Source: an optimization exercise on an open RTL-to-GDS flow (aim: small area and a short achievable clock period). Production flows keep margins and buffers that such runs may drop.
The RTL was checked by simulation tests, not by an equivalence proof against the original design.
Power figures rest on the tool's default switching activity, not on a simulated workload.

==> run Y: inputs <==
==> flow/design.v (excerpt) <==
module dwt_haar2d
#(parameter WIDTH = 128                      
)
(
    input                     HCLK,          
    input                     HRESETn,       
    input                     in_valid,      
    input       [7:0]         in_r0,         
    input       [7:0]         in_g0,
    input       [7:0]         in_b0,
    input       [7:0]         in_r1,         
    input       [7:0]         in_g1,
    input       [7:0]         in_b1,
    output reg                out_valid,
    output reg  signed [9:0]  out_r_ca,
    output reg  signed [9:0]  out_g_ca,
    output reg  signed [9:0]  out_b_ca,
    output reg  signed [9:0]  out_r_ch,
    output reg  signed [9:0]  out_g_ch,
    output reg  signed [9:0]  out_b_ch,
    output reg  signed [9:0]  out_r_cv,
    output reg  signed [9:0]  out_g_cv,
    output reg  signed [9:0]  out_b_cv,
    output reg  signed [9:0]  out_r_cd,
    output reg  signed [9:0]  out_g_cd,
    output reg  signed [9:0]  out_b_cd
);
==> module dwt_haar2d, before the edit <==
module dwt_haar2d
#(parameter WIDTH = 128                      
)
(
    input                     HCLK,          
    input                     HRESETn,       
    input                     in_valid,      
    input       [7:0]         in_r0,         
    input       [7:0]         in_g0,
    input       [7:0]         in_b0,
    input       [7:0]         in_r1,         
    input       [7:0]         in_g1,
    input       [7:0]         in_b1,
    output reg                out_valid,
    output reg  signed [9:0]  out_r_ca,
    output reg  signed [9:0]  out_g_ca,
    output reg  signed [9:0]  out_b_ca,
    output reg  signed [9:0]  out_r_ch,
    output reg  signed [9:0]  out_g_ch,
    output reg  signed [9:0]  out_b_ch,
    output reg  signed [9:0]  out_r_cv,
    output reg  signed [9:0]  out_g_cv,
    output reg  signed [9:0]  out_b_cv,
    output reg  signed [9:0]  out_r_cd,
    output reg  signed [9:0]  out_g_cd,
    output reg  signed [9:0]  out_b_cd
);
localparam PAIRS = WIDTH/2;
reg        v1;                               
reg [5:0]  col;                              
reg        row_odd;                          
always @(posedge HCLK, negedge HRESETn) begin
    if (!HRESETn)
        v1 <= 1'b0;
    else
        v1 <= in_valid;
end
always @(posedge HCLK, negedge HRESETn) begin
    if (!HRESETn) begin
        col     <= 6'd0;
        row_odd <= 1'b0;
    end else if (v1) begin
        col <= col + 6'd1;
        if (col == PAIRS-1)
            row_odd <= ~row_odd;
    end
end
wire [8:0] sum_r  = {1'b0, in_r0} + {1'b0, in_r1};
wire [8:0] sum_g  = {1'b0, in_g0} + {1'b0, in_g1};
wire [8:0] sum_b  = {1'b0, in_b0} + {1'b0, in_b1};
wire [8:0] diff_r = {1'b0, in_r0} - {1'b0, in_r1};
wire [8:0] diff_g = {1'b0, in_g0} - {1'b0, in_g1};
wire [8:0] diff_b = {1'b0, in_b0} - {1'b0, in_b1};
reg [47:0] lh;                               
always @(posedge HCLK)
    lh <= {sum_r[8:1], sum_g[8:1], sum_b[8:1], diff_r[8:1], diff_g[8:1], diff_b[8:1]};
wire [7:0] L_r = lh[47:40], L_g = lh[39:32], L_b = lh[31:24];     
wire [7:0] H_r = lh[23:16], H_g = lh[15:8],  H_b = lh[7:0];       
reg [47:0] sr [0:PAIRS-1];
integer i;
always @(posedge HCLK) begin
    if (v1) begin
        sr[0] <= lh;
        for (i = 1; i < PAIRS; i = i + 1)
            sr[i] <= sr[i-1];
    end
end
wire [47:0] top = sr[PAIRS-1];
wire [7:0] tL_r = top[47:40], tL_g = top[39:32], tL_b = top[31:24];
wire [7:0] tH_r = top[23:16], tH_g = top[15:8],  tH_b = top[7:0];
always @(posedge HCLK, negedge HRESETn) begin
    if (!HRESETn)
        out_valid <= 1'b0;
    else
        out_valid <= v1 && row_odd;
end
always @(posedge HCLK) begin
    out_r_ca <= {2'b00, tL_r} + {2'b00, L_r};
    out_g_ca <= {2'b00, tL_g} + {2'b00, L_g};
    out_b_ca <= {2'b00, tL_b} + {2'b00, L_b};
    out_r_ch <= {2'b00, tL_r} - {2'b00, L_r};
    out_g_ch <= {2'b00, tL_g} - {2'b00, L_g};
    out_b_ch <= {2'b00, tL_b} - {2'b00, L_b};
    out_r_cv <= {{2{tH_r[7]}}, tH_r} + {{2{H_r[7]}}, H_r};
    out_g_cv <= {{2{tH_g[7]}}, tH_g} + {{2{H_g[7]}}, H_g};
    out_b_cv <= {{2{tH_b[7]}}, tH_b} + {{2{H_b[7]}}, H_b};
    out_r_cd <= {{2{tH_r[7]}}, tH_r} - {{2{H_r[7]}}, H_r};
    out_g_cd <= {{2{tH_g[7]}}, tH_g} - {{2{H_g[7]}}, H_g};
    out_b_cd <= {{2{tH_b[7]}}, tH_b} - {{2{H_b[7]}}, H_b};
end
endmodule
Settings: LEC_CHECK=0, CAP_MARGIN=20, CORE_MARGIN=2, CORE_UTILIZATION=70, CTS_BUF_LIST=sky130_fd_sc_hd__clkbuf_16, CTS_CLUSTER_DIAMETER=100, CTS_CLUSTER_SIZE=30, PLACE_DENSITY=0.75, SETUP_SLACK_MARGIN=5, SLEW_MARGIN=20; clock period 7.0 ns.
run.sh (not shown) runs the stock make flow with config.mk's settings and CLKGATE_MAP_FILE= SYNTH_SCRIPT=/design/flow/synth_recipe.tcl, a recipe that flattens the netlist after the stock synthesis.
==> run C (differences from run Y) <==
--- a/flow/config.mk
+++ b/flow/config.mk
@@ -7,2 +7,3 @@
 export LEC_CHECK = 0
+export ABC_AREA = 1
 export CAP_MARGIN = 20
@@ -12,3 +13,3 @@
 export CTS_CLUSTER_DIAMETER = 100
-export CTS_CLUSTER_SIZE = 30
+export CTS_CLUSTER_SIZE = 25
 export PLACE_DENSITY = 0.75
==> run X (differences from run Y) <==
==> flow/design.v (replaced) <==
module dwt_haar2d
#(parameter WIDTH = 128                      
)
(
    input                     HCLK,          
    input                     HRESETn,       
    input                     in_valid,      
    input       [7:0]         in_r0,         
    input       [7:0]         in_g0,
    input       [7:0]         in_b0,
    input       [7:0]         in_r1,         
    input       [7:0]         in_g1,
    input       [7:0]         in_b1,
    output reg                out_valid,
    output reg  signed [9:0]  out_r_ca,
    output reg  signed [9:0]  out_g_ca,
    output reg  signed [9:0]  out_b_ca,
    output reg  signed [9:0]  out_r_ch,
    output reg  signed [9:0]  out_g_ch,
    output reg  signed [9:0]  out_b_ch,
    output reg  signed [9:0]  out_r_cv,
    output reg  signed [9:0]  out_g_cv,
    output reg  signed [9:0]  out_b_cv,
    output reg  signed [9:0]  out_r_cd,
    output reg  signed [9:0]  out_g_cd,
    output reg  signed [9:0]  out_b_cd
);
localparam PAIRS = WIDTH/2;
reg [7:0] col;                               
reg       row_odd;                           
reg signed [8:0] org_R_L [0 : PAIRS-1];
reg signed [8:0] org_G_L [0 : PAIRS-1];
reg signed [8:0] org_B_L [0 : PAIRS-1];
reg signed [8:0] org_R_H [0 : PAIRS-1];
reg signed [8:0] org_G_H [0 : PAIRS-1];
reg signed [8:0] org_B_H [0 : PAIRS-1];
wire [9:0] sum_r  = {2'b00, in_r0} + {2'b00, in_r1};
wire [9:0] sum_g  = {2'b00, in_g0} + {2'b00, in_g1};
wire [9:0] sum_b  = {2'b00, in_b0} + {2'b00, in_b1};
wire [9:0] diff_r = {2'b00, in_r0} - {2'b00, in_r1};
wire [9:0] diff_g = {2'b00, in_g0} - {2'b00, in_g1};
wire [9:0] diff_b = {2'b00, in_b0} - {2'b00, in_b1};
wire signed [8:0] DATA_R_L = sum_r[9:1];
wire signed [8:0] DATA_G_L = sum_g[9:1];
wire signed [8:0] DATA_B_L = sum_b[9:1];
wire signed [8:0] DATA_R_H = diff_r[9:1];
wire signed [8:0] DATA_G_H = diff_g[9:1];
wire signed [8:0] DATA_B_H = diff_b[9:1];
always @(posedge HCLK, negedge HRESETn) begin
    if (!HRESETn) begin
        col     <= 0;
        row_odd <= 1'b0;
    end else if (in_valid) begin
        if (col == PAIRS-1) begin
            col     <= 0;
            row_odd <= ~row_odd;
        end else begin
            col     <= col + 1;
        end
    end
end
always @(posedge HCLK) begin
    if (in_valid && !row_odd) begin
        org_R_L[col] <= DATA_R_L;
        org_G_L[col] <= DATA_G_L;
        org_B_L[col] <= DATA_B_L;
        org_R_H[col] <= DATA_R_H;
        org_G_H[col] <= DATA_G_H;
        org_B_H[col] <= DATA_B_H;
    end
end
always @(posedge HCLK, negedge HRESETn) begin
    if (!HRESETn)
        out_valid <= 1'b0;
    else
        out_valid <= in_valid && row_odd;
end
always @(posedge HCLK) begin
    if (in_valid && row_odd) begin
        out_r_ca <= org_R_L[col] + DATA_R_L;
        out_g_ca <= org_G_L[col] + DATA_G_L;
        out_b_ca <= org_B_L[col] + DATA_B_L;
        out_r_ch <= org_R_L[col] - DATA_R_L;
        out_g_ch <= org_G_L[col] - DATA_G_L;
        out_b_ch <= org_B_L[col] - DATA_B_L;
        out_r_cv <= org_R_H[col] + DATA_R_H;
        out_g_cv <= org_G_H[col] + DATA_G_H;
        out_b_cv <= org_B_H[col] + DATA_B_H;
        out_r_cd <= org_R_H[col] - DATA_R_H;
        out_g_cd <= org_G_H[col] - DATA_G_H;
        out_b_cd <= org_B_H[col] - DATA_B_H;
    end
end
endmodule
==> flow/config.mk (replaced) <==
export PLATFORM = sky130hd
export DESIGN_NAME = dwt_haar2d
export DESIGN_NICKNAME = dwt_haar2d
export VERILOG_FILES = /design/flow/design.v
export SDC_FILE = /design/flow/constraint.sdc
export NUM_CORES = 4
export LEC_CHECK = 0
export CAP_MARGIN = 20
export CORE_MARGIN = 2
export CORE_UTILIZATION = 40
export SLEW_MARGIN = 20
==> run F (differences from run Y) <==
--- a/flow/config.mk
+++ b/flow/config.mk
@@ -12,5 +12,6 @@
 export CTS_CLUSTER_DIAMETER = 100
-export CTS_CLUSTER_SIZE = 30
+export CTS_CLUSTER_SIZE = 22
+export GPL_TIMING_DRIVEN = 1
 export PLACE_DENSITY = 0.75
-export SETUP_SLACK_MARGIN = 5
+export SETUP_SLACK_MARGIN = 4.6
 export SLEW_MARGIN = 20
==> run notes <==
metric	run X	run F	run Y	run C
Share of synthesized area spent on multiplexers	2.987%	0.01109%	0.01109%	0.01098%
Number of non-clock inverters	145	139	139	298
Met2 Use GR	42.96%	29.67%	29.09%	32.26%
Kind of capture point of the worst setup path	flop	output port	output port	output port
Area after detailed placement	131900 um^2	105800 um^2	105800 um^2	106900 um^2
Final-layout non-clock buffer area share	3.798%	2.169%	2.798%	2.776%
Clock-pin slew of the registers on the worst-case setup and hold paths	0.06 ns	0.11 ns	0.11 ns	0.12 ns
XOR/XNOR share of the synthesized area	0.8369%	0.8797%	0.8797%	0.5196%
GRT met3 Usage	7.837%	3.344%	2.893%	3.098%
Leak	0.04507 uW	0.03820 uW	0.03819 uW	0.04037 uW
Final Routed Wirelength	463.1 mm	144.7 mm	144.8 mm	156.8 mm
Required time at the worst-slack endpoint	7.61 ns	5.60 ns	5.60 ns	5.60 ns
Number of unique standard cell types used by synthesis	91	59	59	33
Run status	timing/DRC/antenna clean	timing/DRC/antenna clean	timing/DRC/antenna clean	timing/DRC/antenna clean
Number of multi-input logic gates	3195	645	645	930
Worst flop-to-flop path endpoint	out_g_ch[7]$_DFFE_PP_	sr[4][4]$_DFFE_PP_	out_b_cd[8]$_DFF_P_	out_g_ca[7]$_DFF_P_
Logic gate share of total power	30.5%	6.0%	7.0%	6.9%
Synthesis-stage register bit count	3193	3231	3231	3231
Worst Setup SP	col[2]$_DFFE_PN0P_	out_valid$_DFF_PN0_	out_valid$_DFF_PN0_	out_r_ca[3]$_DFF_P_
Number of inserted filler cells in the final layout	25.75k	6974	6954	7215
Number of buffers and inverters on the critical path	2	1	1	1

re-timing with driven ports:
In the flow no input, the clock included, has a driving cell. The finished layouts below were timed again as built, in two steps.
Step 1 (the two cells are an assumption about what drives the block):
set clk [get_ports {HCLK}]
set_driving_cell -lib_cell sky130_fd_sc_hd__clkbuf_16 $clk
set_driving_cell -lib_cell sky130_fd_sc_hd__buf_2 [delete_from_list [all_inputs] $clk]
Step 2, shift: input delay + t, output delay - t, t = (earliest + latest rising clock arrival at the registers) / 2. This alone moves slack from input paths to output paths.
a / b / c = ideal ports / drivers / drivers and shift; a / b = the first two.
| run | t (ns) | setup WS [ns] | worst setup path at the end | slew at the worst register clock pin (ns) |
|---|---|---|---|---|
| run Y | 0.828 | 4.349 / 4.268 / 4.043 | input to register | 0.13 / 0.13 |
| run C | 0.878 | 4.266 / 4.186 / 4.187 | input to register | 0.12 / 0.12 |
| run X | 0.984 | 0.811 / 0.811 / 0.811 | register to register | 0.07 / 0.07 |
| run F | 0.856 | 4.330 / 4.253 / 3.510 | input to register | 0.11 / 0.11 |
After both steps every run listed still meets setup and hold. The setup slack of run F, which loses most, moves by -0.077 ns with the drivers and by -0.820 ns with both steps.
